Source: an optimization exercise on an open RTL-to-GDS flow (aim: small area, a short achievable clock period and few clock cycles per item). Production flows keep margins and buffers that such runs may drop. RTL that was checked went through simulation tests only; none was proved equivalent to the original.

the previous run:
==> flow/design.v <==
`default_nettype none
module seq_gcd (
	clk,
	rst_n,
	la_write_a,
	la_write_b,
	a_i,
	b_i,
	gcd_o,
	rdata,
	ready
);
	input wire clk;
	input wire rst_n;
	input wire [31:0] la_write_a;
	input wire [31:0] la_write_b;
	input wire [31:0] a_i;
	input wire [31:0] b_i;
	output wire [31:0] gcd_o;
	output wire [31:0] rdata;
	output reg ready;
	parameter NSTEP = 3;    
	reg [31:0] a_q;
	reg [31:0] b_q;
	reg [4:0] k_q;
	reg busy;
	wire la_load = (&la_write_a) & (&la_write_b);
	wire load = ~busy & la_load;
	wire [31:0] sa [0:NSTEP];
	wire [31:0] sb [0:NSTEP];
	wire [4:0] sk [0:NSTEP];
	assign sa[0] = a_q;
	assign sb[0] = b_q;
	assign sk[0] = k_q;
	genvar i, l, j;
	generate
		for (i = 0; i < NSTEP; i = i + 1) begin : step
			wire [31:0] a = sa[i];
			wire [31:0] b = sb[i];
			wire [4:0] k = sk[i];
			wire bz = ~|b;
			wire kz = ~|k;
			wire c_put = bz & ~kz;             
			wire c_two = ~bz & ~a[0] & ~b[0];  
			wire c_aev = ~a[0] & b[0];         
			wire c_sub = a[0] & b[0];          
			wire [31:0] p0 = ~(a ^ b);
			wire [31:0] g0 = b & ~a;
			wire gn0 = g0[1] | (p0[1] & g0[0]);
			wire pn0 = p0[1] & p0[0];
			wire gn1 = g0[3] | (p0[3] & g0[2]);
			wire pn1 = p0[3] & p0[2];
			wire gn2 = g0[5] | (p0[5] & g0[4]);
			wire pn2 = p0[5] & p0[4];
			wire gn3 = g0[7] | (p0[7] & g0[6]);
			wire pn3 = p0[7] & p0[6];
			wire gn4 = g0[9] | (p0[9] & g0[8]);
			wire pn4 = p0[9] & p0[8];
			wire gn5 = g0[11] | (p0[11] & g0[10]);
			wire pn5 = p0[11] & p0[10];
			wire gn6 = g0[13] | (p0[13] & g0[12]);
			wire pn6 = p0[13] & p0[12];
			wire gn7 = g0[15] | (p0[15] & g0[14]);
			wire pn7 = p0[15] & p0[14];
			wire gn8 = g0[17] | (p0[17] & g0[16]);
			wire pn8 = p0[17] & p0[16];
			wire gn9 = g0[19] | (p0[19] & g0[18]);
			wire pn9 = p0[19] & p0[18];
			wire gn10 = g0[21] | (p0[21] & g0[20]);
			wire pn10 = p0[21] & p0[20];
			wire gn11 = g0[23] | (p0[23] & g0[22]);
			wire pn11 = p0[23] & p0[22];
			wire gn12 = g0[25] | (p0[25] & g0[24]);
			wire pn12 = p0[25] & p0[24];
			wire gn13 = g0[27] | (p0[27] & g0[26]);
			wire pn13 = p0[27] & p0[26];
			wire gn14 = g0[29] | (p0[29] & g0[28]);
			wire pn14 = p0[29] & p0[28];
			wire gn15 = g0[31] | (p0[31] & g0[30]);
			wire pn15 = p0[31] & p0[30];
			wire gn16 = gn1 | (pn1 & gn0);
			wire pn16 = pn1 & pn0;
			wire gn17 = gn3 | (pn3 & gn2);
			wire pn17 = pn3 & pn2;
			wire gn18 = gn5 | (pn5 & gn4);
			wire pn18 = pn5 & pn4;
			wire gn19 = gn7 | (pn7 & gn6);
			wire pn19 = pn7 & pn6;
			wire gn20 = gn9 | (pn9 & gn8);
			wire pn20 = pn9 & pn8;
			wire gn21 = gn11 | (pn11 & gn10);
			wire pn21 = pn11 & pn10;
			wire gn22 = gn13 | (pn13 & gn12);
			wire pn22 = pn13 & pn12;
			wire gn23 = gn15 | (pn15 & gn14);
			wire pn23 = pn15 & pn14;
			wire gn24 = gn17 | (pn17 & gn16);
			wire pn24 = pn17 & pn16;
			wire gn25 = gn19 | (pn19 & gn18);
			wire pn25 = pn19 & pn18;
			wire gn26 = gn21 | (pn21 & gn20);
			wire pn26 = pn21 & pn20;
			wire gn27 = gn23 | (pn23 & gn22);
			wire pn27 = pn23 & pn22;
			wire gn28 = gn25 | (pn25 & gn24);
			wire pn28 = pn25 & pn24;
			wire gn29 = gn27 | (pn27 & gn26);
			wire pn29 = pn27 & pn26;
			wire gn30 = gn29 | (pn29 & gn28);
			wire pn30 = pn29 & pn28;
			wire gn31 = gn26 | (pn26 & gn28);
			wire pn31 = pn26 & pn28;
			wire gn32 = gn18 | (pn18 & gn24);
			wire pn32 = pn18 & pn24;
			wire gn33 = gn20 | (pn20 & gn28);
			wire pn33 = pn20 & pn28;
			wire gn34 = gn22 | (pn22 & gn31);
			wire pn34 = pn22 & pn31;
			wire gn35 = gn2 | (pn2 & gn16);
			wire pn35 = pn2 & pn16;
			wire gn36 = gn4 | (pn4 & gn24);
			wire pn36 = pn4 & pn24;
			wire gn37 = gn6 | (pn6 & gn32);
			wire pn37 = pn6 & pn32;
			wire gn38 = gn8 | (pn8 & gn28);
			wire pn38 = pn8 & pn28;
			wire gn39 = gn10 | (pn10 & gn33);
			wire pn39 = pn10 & pn33;
			wire gn40 = gn12 | (pn12 & gn31);
			wire pn40 = pn12 & pn31;
			wire gn41 = gn14 | (pn14 & gn34);
			wire pn41 = pn14 & pn34;
			wire gn42 = g0[2] | (p0[2] & gn0);
			wire pn42 = p0[2] & pn0;
			wire gn43 = g0[4] | (p0[4] & gn16);
			wire pn43 = p0[4] & pn16;
			wire gn44 = g0[6] | (p0[6] & gn35);
			wire pn44 = p0[6] & pn35;
			wire gn45 = g0[8] | (p0[8] & gn24);
			wire pn45 = p0[8] & pn24;
			wire gn46 = g0[10] | (p0[10] & gn36);
			wire pn46 = p0[10] & pn36;
			wire gn47 = g0[12] | (p0[12] & gn32);
			wire pn47 = p0[12] & pn32;
			wire gn48 = g0[14] | (p0[14] & gn37);
			wire pn48 = p0[14] & pn37;
			wire gn49 = g0[16] | (p0[16] & gn28);
			wire pn49 = p0[16] & pn28;
			wire gn50 = g0[18] | (p0[18] & gn38);
			wire pn50 = p0[18] & pn38;
			wire gn51 = g0[20] | (p0[20] & gn33);
			wire pn51 = p0[20] & pn33;
			wire gn52 = g0[22] | (p0[22] & gn39);
			wire pn52 = p0[22] & pn39;
			wire gn53 = g0[24] | (p0[24] & gn31);
			wire pn53 = p0[24] & pn31;
			wire gn54 = g0[26] | (p0[26] & gn40);
			wire pn54 = p0[26] & pn40;
			wire gn55 = g0[28] | (p0[28] & gn34);
			wire pn55 = p0[28] & pn34;
			wire gn56 = g0[30] | (p0[30] & gn41);
			wire pn56 = p0[30] & pn41;
			wire [31:0] Gf = {gn30, gn56, gn41, gn55, gn34, gn54, gn40, gn53, gn31, gn52, gn39, gn51, gn33, gn50, gn38, gn49, gn28, gn48, gn37, gn47, gn32, gn46, gn36, gn45, gn24, gn44, gn35, gn43, gn16, gn42, gn0, g0[0]};
			wire [31:0] Pf = {pn30, pn56, pn41, pn55, pn34, pn54, pn40, pn53, pn31, pn52, pn39, pn51, pn33, pn50, pn38, pn49, pn28, pn48, pn37, pn47, pn32, pn46, pn36, pn45, pn24, pn44, pn35, pn43, pn16, pn42, pn0, p0[0]};
			wire ge = Gf[31] | Pf[31];
			wire [31:0] c1 = {Gf[30:0] | Pf[30:0], 1'b1};
			wire [31:0] c0n = {~Gf[30:0], 1'b1};
			wire [31:0] ad = p0 ^ (ge ? c1 : c0n);
			wire [31:0] xv = b[0] ? ad : b;
			wire [2:0] y = b[0] ? (a[2:0] ^ b[2:0]) : b[2:0];
			wire [1:0] sh = c_two ? 2'd1 :
			                y[0] ? 2'd0 :
			                y[1] ? 2'd1 :
			                y[2] ? 2'd2 :
			                2'd3;
			wire [31:0] s0 = xv;
			wire [31:0] s1 = sh[0] ? s0 >> 1 : s0;
			wire [31:0] s2 = sh[1] ? s1 >> 2 : s1;
			assign sb[i+1] = s2;
			assign sa[i+1] = c_put ? a << 1 :
			                 c_two ? a >> 1 :
			                 (c_aev | (c_sub & ~ge)) ? b : a;
			assign sk[i+1] = c_put ? k - 5'd1 : c_two ? k + 5'd1 : k;
		end
	endgenerate
	always @(posedge clk) begin
		if (load) begin
			a_q <= a_i;
			b_q <= b_i;
			k_q <= 5'd0;
		end else begin
			a_q <= sa[NSTEP];
			b_q <= sb[NSTEP];
			k_q <= sk[NSTEP];
		end
	end
	wire fin = ~|sk[NSTEP] & (~|sb[NSTEP] | (sb[NSTEP][0] & (sa[NSTEP] == sb[NSTEP])));
	always @(posedge clk or negedge rst_n) begin
		if (~rst_n) begin
			busy <= 1'b0;
			ready <= 1'b0;
		end else begin
			if (load) begin
				busy <= 1'b1;
				ready <= 1'b0;
			end else if (busy & fin) begin
				busy <= 1'b0;
				ready <= 1'b1;
			end
		end
	end
	assign gcd_o = a_q;
	assign rdata = 32'd0;
endmodule
`default_nettype wire
clock: 70.0 ns
lec_check: 0
abc_area: 1
cap_margin: 20
core_margin: 2
core_utilization: 40
cts_buf_list: sky130_fd_sc_hd__clkbuf_4 sky130_fd_sc_hd__clkbuf_8
place_density: 0.8
slew_margin: 20
standard.sh (not shown) runs the stock make flow with config.mk's settings and CLKGATE_MAP_FILE= SYNTH_SCRIPT=/design/flow/synth_recipe.tcl, a recipe that flattens the netlist after the stock synthesis.
==> flow/flow/run.sh <==
#!/bin/bash
set -euo pipefail
MARGIN=$(cat flow/margin.txt)
bash standard.sh SETUP_SLACK_MARGIN=$MARGIN \
  "BUFFER_PORTS_ARGS=-buffer_cell sky130_fd_sc_hd__buf_1" finish > standard_flow.log 2>&1
==> flow/flow/margin.txt <==
54.6
The previous run: done, clean on timing, DRC and antenna
Modified inputs, the current run compared to the previous run
diff --git a/flow/design.v b/flow/design.v
--- a/flow/design.v
+++ b/flow/design.v
@@ -38,16 +38,20 @@
 			wire [31:0] a = sa[i];
 			wire [31:0] b = sb[i];
 			wire [4:0] k = sk[i];
 			wire bz = ~|b;
 			wire kz = ~|k;
-			wire c_put = bz & ~kz;             
-			wire c_two = ~bz & ~a[0] & ~b[0];  
+			localparam STRIP = (i == 0);
+			localparam PUT = (i == NSTEP - 1);
+			wire c_put = PUT & bz & ~kz;               
+			wire c_two = STRIP & ~bz & ~a[0] & ~b[0];  
+			wire c_ev2 = ~a[0] & ~b[0];                
 			wire c_aev = ~a[0] & b[0];         
 			wire c_sub = a[0] & b[0];          
-			wire [31:0] p0 = ~(a ^ b);
-			wire [31:0] g0 = b & ~a;
+			wire [31:0] ag = a & {32{b[0]}};
+			wire [31:0] p0 = ~(ag ^ b);
+			wire [31:0] g0 = b & ~ag;
 			wire gn0 = g0[1] | (p0[1] & g0[0]);
 			wire pn0 = p0[1] & p0[0];
 			wire gn1 = g0[3] | (p0[3] & g0[2]);
 			wire pn1 = p0[3] & p0[2];
 			wire gn2 = g0[5] | (p0[5] & g0[4]);
@@ -164,13 +168,13 @@
 			wire [31:0] Pf = {pn30, pn56, pn41, pn55, pn34, pn54, pn40, pn53, pn31, pn52, pn39, pn51, pn33, pn50, pn38, pn49, pn28, pn48, pn37, pn47, pn32, pn46, pn36, pn45, pn24, pn44, pn35, pn43, pn16, pn42, pn0, p0[0]};
 			wire ge = Gf[31] | Pf[31];
 			wire [31:0] c1 = {Gf[30:0] | Pf[30:0], 1'b1};
 			wire [31:0] c0n = {~Gf[30:0], 1'b1};
 			wire [31:0] ad = p0 ^ (ge ? c1 : c0n);
-			wire [31:0] xv = b[0] ? ad : b;
-			wire [2:0] y = b[0] ? (a[2:0] ^ b[2:0]) : b[2:0];
-			wire [1:0] sh = c_two ? 2'd1 :
+			wire [31:0] xv = ad;
+			wire [2:0] y = ag[2:0] ^ b[2:0];
+			wire [1:0] sh = c_ev2 ? {1'd0, c_two} :
 			                y[0] ? 2'd0 :
 			                y[1] ? 2'd1 :
 			                y[2] ? 2'd2 :
 			                2'd3;
 			wire [31:0] s0 = xv;
@@ -192,11 +196,11 @@
 			a_q <= sa[NSTEP];
 			b_q <= sb[NSTEP];
 			k_q <= sk[NSTEP];
 		end
 	end
-	wire fin = ~|sk[NSTEP] & (~|sb[NSTEP] | (sb[NSTEP][0] & (sa[NSTEP] == sb[NSTEP])));
+	wire fin = ~|sb[NSTEP] & ~|sk[NSTEP];
 	always @(posedge clk or negedge rst_n) begin
 		if (~rst_n) begin
 			busy <= 1'b0;
 			ready <= 1'b0;
 		end else begin
The current run vs. the previous run: die area went down by 20%.
NOTE: cell area in the current run falls short of that of the previous run
Against the previous run, count of inverters other than clock inverters in the layout in the current run fell by more than a quarter.
First-iteration detailed-routing DRC count was lower in the run labelled the current run.
On period utilization, the previous run tracks the current run almost exactly.
Cmp the current run vs the previous run: global placement routability congestion lower in the current run
Re number of enable flip-flop cells after synthesis: no difference whatsoever between the previous run and the current run.
The met2 track demand over resource of the previous run and that of the current run are within noise of each other.
Testbench counts of the current run, summed over its fixed seeds: cycles 29,737, items 3,200.
Only the layout flow was run in the previous run; the RTL was not checked for function there.

==> static timing again, ports no longer ideal <==
The flow's constraints put no driver on any port. The routed layouts listed below were extracted and timed again, unchanged, in two steps.
Step 1: set_driving_cell puts a clkbuf_16 on clk and a buf_2 on each other input, an assumption about the parent block.
Step 2 times the ports against the registers' clock, not the clock port: input delays grow and output delays shrink by t, the midpoint of the rising clock arrivals with the driver on.
Slacks: ideal ports / drivers / drivers and shift; pairs: ideal ports / drivers.
| run | t, ns | setup slack, ns | worst setup path at the end | clock arrival spread, ns | worst slew at a driven data input, ns |
|---|---|---|---|---|---|
| the previous run | 0.413 | 54.725 / 54.730 / 54.317 | input to register | 0.013 / 0.012 | 0.07 |
| the current run | 0.407 | 54.644 / 54.656 / 54.249 | input to register | 0.014 / 0.014 | 0.07 |
After both steps every run listed still meets setup and hold. The setup slack of the previous run, which loses most, moves by +0.005 ns with the drivers and by -0.408 ns with both steps.
